Background: an optimization exercise with open tools, aiming at small area and a short achievable clock period. Do not read the settings as production practice. RTL that was checked went through simulation tests only; none was proved equivalent to the original. The clock port is modelled as an ideal driver, which makes a skipped or thinned clock tree look cheaper than it is; a real chip needs a root buffer or a tree. No activity file was given, so power comes from the tool's default toggle rates.

Setup of main:
// pipelined_multiplier
module pipelined_multiplier (
    input clk,
    input rst,
    input [10:0] n1,
    input [7:0] n2,
    output reg [18:0] product
);
    reg [10:0] a1;
    reg [7:0] b1;
    reg [48:0] r2;
    reg [32:0] r3;
    reg v1, v2, v3;
    wire pp1;
    wire pp2;
    wire pp3;
    wire pp4;
    wire pp5;
    wire pp6;
    wire pp7;
    wire pp8;
    wire pp9;
    wire pp10;
    wire pp11;
    wire pp12;
    wire pp13;
    wire pp14;
    wire pp15;
    wire pp16;
    wire pp17;
    wire pp18;
    wire pp19;
    wire pp20;
    wire pp21;
    wire pp22;
    wire pp23;
    wire pp24;
    wire pp25;
    wire pp26;
    wire pp27;
    wire pp28;
    wire pp29;
    wire pp30;
    wire pp31;
    wire pp32;
    wire pp33;
    wire pp34;
    wire pp35;
    wire pp36;
    wire pp37;
    wire pp38;
    wire pp39;
    wire pp40;
    wire pp41;
    wire pp42;
    wire pp43;
    wire pp44;
    wire pp45;
    wire pp46;
    wire pp47;
    wire pp48;
    wire pp49;
    wire pp50;
    wire pp51;
    wire pp52;
    wire pp53;
    wire pp54;
    wire pp55;
    wire pp56;
    wire pp57;
    wire pp58;
    wire pp59;
    wire pp60;
    wire pp61;
    wire pp62;
    wire pp63;
    wire pp64;
    wire pp65;
    wire pp66;
    wire pp67;
    wire pp68;
    wire pp69;
    wire pp70;
    wire pp71;
    wire pp72;
    wire pp73;
    wire pp74;
    wire pp75;
    wire pp76;
    wire pp77;
    wire pp78;
    wire pp79;
    wire pp80;
    wire pp81;
    wire pp82;
    wire pp83;
    wire pp84;
    wire pp85;
    wire pp86;
    wire pp87;
    wire pp88;
    wire s89;
    wire c90;
    wire s91;
    wire c92;
    wire s93;
    wire c94;
    wire s95;
    wire c96;
    wire s97;
    wire c98;
    wire s99;
    wire c100;
    wire s101;
    wire c102;
    wire s103;
    wire c104;
    wire s105;
    wire c106;
    wire s107;
    wire c108;
    wire s109;
  ...
clock: 4.5 ns
lec_check: 0
cap_margin: 20
core_margin: 2
core_utilization: 60
cts_buf_list: sky130_fd_sc_hd__clkbuf_8
cts_cluster_size: 30
setup_slack_margin: 2.8
slew_margin: 20
standard.sh (not shown) runs the stock make flow with config.mk's settings and CLKGATE_MAP_FILE= SYNTH_SCRIPT=/design/flow/synth_recipe.tcl, a recipe that flattens the netlist after the stock synthesis.
==> flow/flow/run.sh <==
#!/bin/bash
# Own layout flow: the standard ORFS flow (standard.sh) with two changes:
#  - synthesis: the same script as synth_recipe.tcl, except that the second
#    part of Yosys's synth (fine:) runs with -noabc, so the bit-level adders
#    of the design reach extract_fa as written and map onto full-adder cells
#    without inverters between them (the final ABC mapping still runs);
#  - port buffers: buffer_ports uses sky130_fd_sc_hd__buf_2 instead of the
#    cell it picks by itself (clkdlybuf4s50_1).
# Each tool's output goes to its own log file in the work folder.
set -euo pipefail
work=$(pwd)
first='proc synth {args} { yosys synth -nofsm -noshare {*}$args }'
if [[ "$(head -1 synth_recipe.tcl)" == "$first" ]]; then
  {
    echo 'proc synth {args} { if {[lsearch $args "fine:"] >= 0} { yosys synth -nofsm -noshare -noabc {*}$args } else { yosys synth -nofsm -noshare {*}$args } }'
    tail -n +2 synth_recipe.tcl
  } > "$work/own_synth.tcl"
else
  cp synth_recipe.tcl "$work/own_synth.tcl"
fi
extra=()
if [[ -f flow/extra.mk ]]; then
  while IFS= read -r line; do
    [[ -n "$line" && "$line" != \#* ]] && extra+=("$line")
  done < flow/extra.mk
fi
bash standard.sh SYNTH_SCRIPT="$work/own_synth.tcl" \
  "BUFFER_PORTS_ARGS=-buffer_cell sky130_fd_sc_hd__buf_2" ${extra[@]+"${extra[@]}"} finish \
  > "$work/orfs_make.log" 2>&1
### main -> the feature branch
Settings: clearing SETUP_SLACK_MARGIN, which used to be 2.8.
## What came out
- The feature branch finished end to end and its layout was clean on timing, DRC and antenna.
- Total power in the feature branch is about 3.4% lower than in main
- Of the feature branch and main, it is the feature branch that has the higher sequential share of layout area.
- The feature branch ended up with a lower maximum frequency than main did.
- Sum of met2 wire segment lengths after detailed routing ended up about 12% lower on the feature branch than on main.
- Comparing the two runs side by side, the feature branch comes out ahead of main on total routed wirelength.
- Compared with main, in the feature branch cell total after placement about even, worst slew margin relative to its limit rose 0.24 points.
- In the feature branch relative to main, placed cell area had gone down slightly.
- Looking at post-route worst hold slack across both flows, the feature branch is the stronger of the two, with main trailing.
Function was not checked in any run of this note: the RTL went through the layout flow alone.

========
Another version of the RTL of pipelined_multiplier (not shown whole).
Size in the first run: ~410 cells after synthesis, ~40 I/O pins.
==> flow/config.mk <==
export PLATFORM = sky130hd
export DESIGN_NAME = pipelined_multiplier
export DESIGN_NICKNAME = pipelined_multiplier
export VERILOG_FILES = /design/flow/design.v
export SDC_FILE = /design/flow/constraint.sdc
export NUM_CORES = 4
export LEC_CHECK = 0
export CAP_MARGIN = 20
export CORE_MARGIN = 2
export CORE_UTILIZATION = 60
export SETUP_SLACK_MARGIN = 2.75
export SLEW_MARGIN = 20
==> flow/constraint.sdc <==
create_clock -name core_clock -period 4.5 [get_ports {clk}]
set_input_delay 0.9000 -clock core_clock [delete_from_list [all_inputs] [get_ports {clk}]]
set_output_delay 0.9000 -clock core_clock [all_outputs]
set_load 0.01 [all_outputs]
==> flow/flow/run.sh <==
#!/bin/bash
# Own layout flow: the standard ORFS flow (standard.sh) with three changes:
#  - synthesis: the same script as synth_recipe.tcl, except that the second
#    part of Yosys's synth (fine:) runs with -noabc, so the bit-level adders
#    of the design reach extract_fa as written and map onto full-adder cells
#    without inverters between them (the final ABC mapping still runs);
#  - port buffers: buffer_ports uses sky130_fd_sc_hd__buf_2 instead of the
#    cell it picks by itself (clkdlybuf4s50_1);
#  - clock tree: flow/mycts.tcl (sourced before CTS) replaces
#    clock_tree_synthesis with a two-level tree (root and 9 leaf buffers).
# Each tool's output goes to its own log file in the work folder.
set -euo pipefail
work=$(pwd)
first='proc synth {args} { yosys synth -nofsm -noshare {*}$args }'
if [[ "$(head -1 synth_recipe.tcl)" == "$first" ]]; then
  {
    echo 'proc synth {args} { if {[lsearch $args "fine:"] >= 0} { yosys synth -nofsm -noshare -noabc {*}$args } else { yosys synth -nofsm -noshare {*}$args } }'
    tail -n +2 synth_recipe.tcl
  } > "$work/own_synth.tcl"
else
  cp synth_recipe.tcl "$work/own_synth.tcl"
fi
extra=()
if [[ -f flow/extra.mk ]]; then
  while IFS= read -r line; do
    [[ -n "$line" && "$line" != \#* ]] && extra+=("$line")
  done < flow/extra.mk
fi
bash standard.sh SYNTH_SCRIPT="$work/own_synth.tcl" \
  "BUFFER_PORTS_ARGS=-buffer_cell sky130_fd_sc_hd__buf_2" "PRE_CTS_TCL=$work/flow/mycts.tcl" ${extra[@]+"${extra[@]}"} finish \
  > "$work/orfs_make.log" 2>&1
Other scripts of this flow, unchanged in this note and not shown: flow/flow/mycts.tcl
Rerun with:
SETUP_SLACK_MARGIN = 2.55   (was 2.75)
Outcome: Cell count does not change. Register-to-register slack degrades by 0.09 ns. Power is lower by about 0.6%.
In every run of this note, the design's own scripts or RTL, not TritonCTS, make the clock network.

## static timing again, ports no longer ideal
The flow's constraints put no driver on any port. The routed layouts listed below were extracted and timed again, unchanged, in two steps. Step 1, drivers: a clkbuf_16 drives clk and a buf_2 each remaining input, both assumed. Step 2 moves the port delays by t, midway between the first and last clock arrival at a register: inputs arrive t later, outputs are due t later. That takes back most of the time a late clock gives input paths. Three values: ideal, step 1, step 2; two values: the first two.
run	shift t [ns]	slack for setup (ns)	worst register clock-pin slew, ns
main	0.436	2.671 / 2.639 / 2.742	0.08 / 0.08
the feature branch	0.449	2.568 / 2.568 / 2.568	0.08 / 0.08
the first run of note 2	0.364	2.771 / 2.734 / 2.806	0.09 / 0.09
the second run of note 2	0.364	2.725 / 2.725 / 2.725	0.09 / 0.09
After both steps every run listed still meets setup and hold.
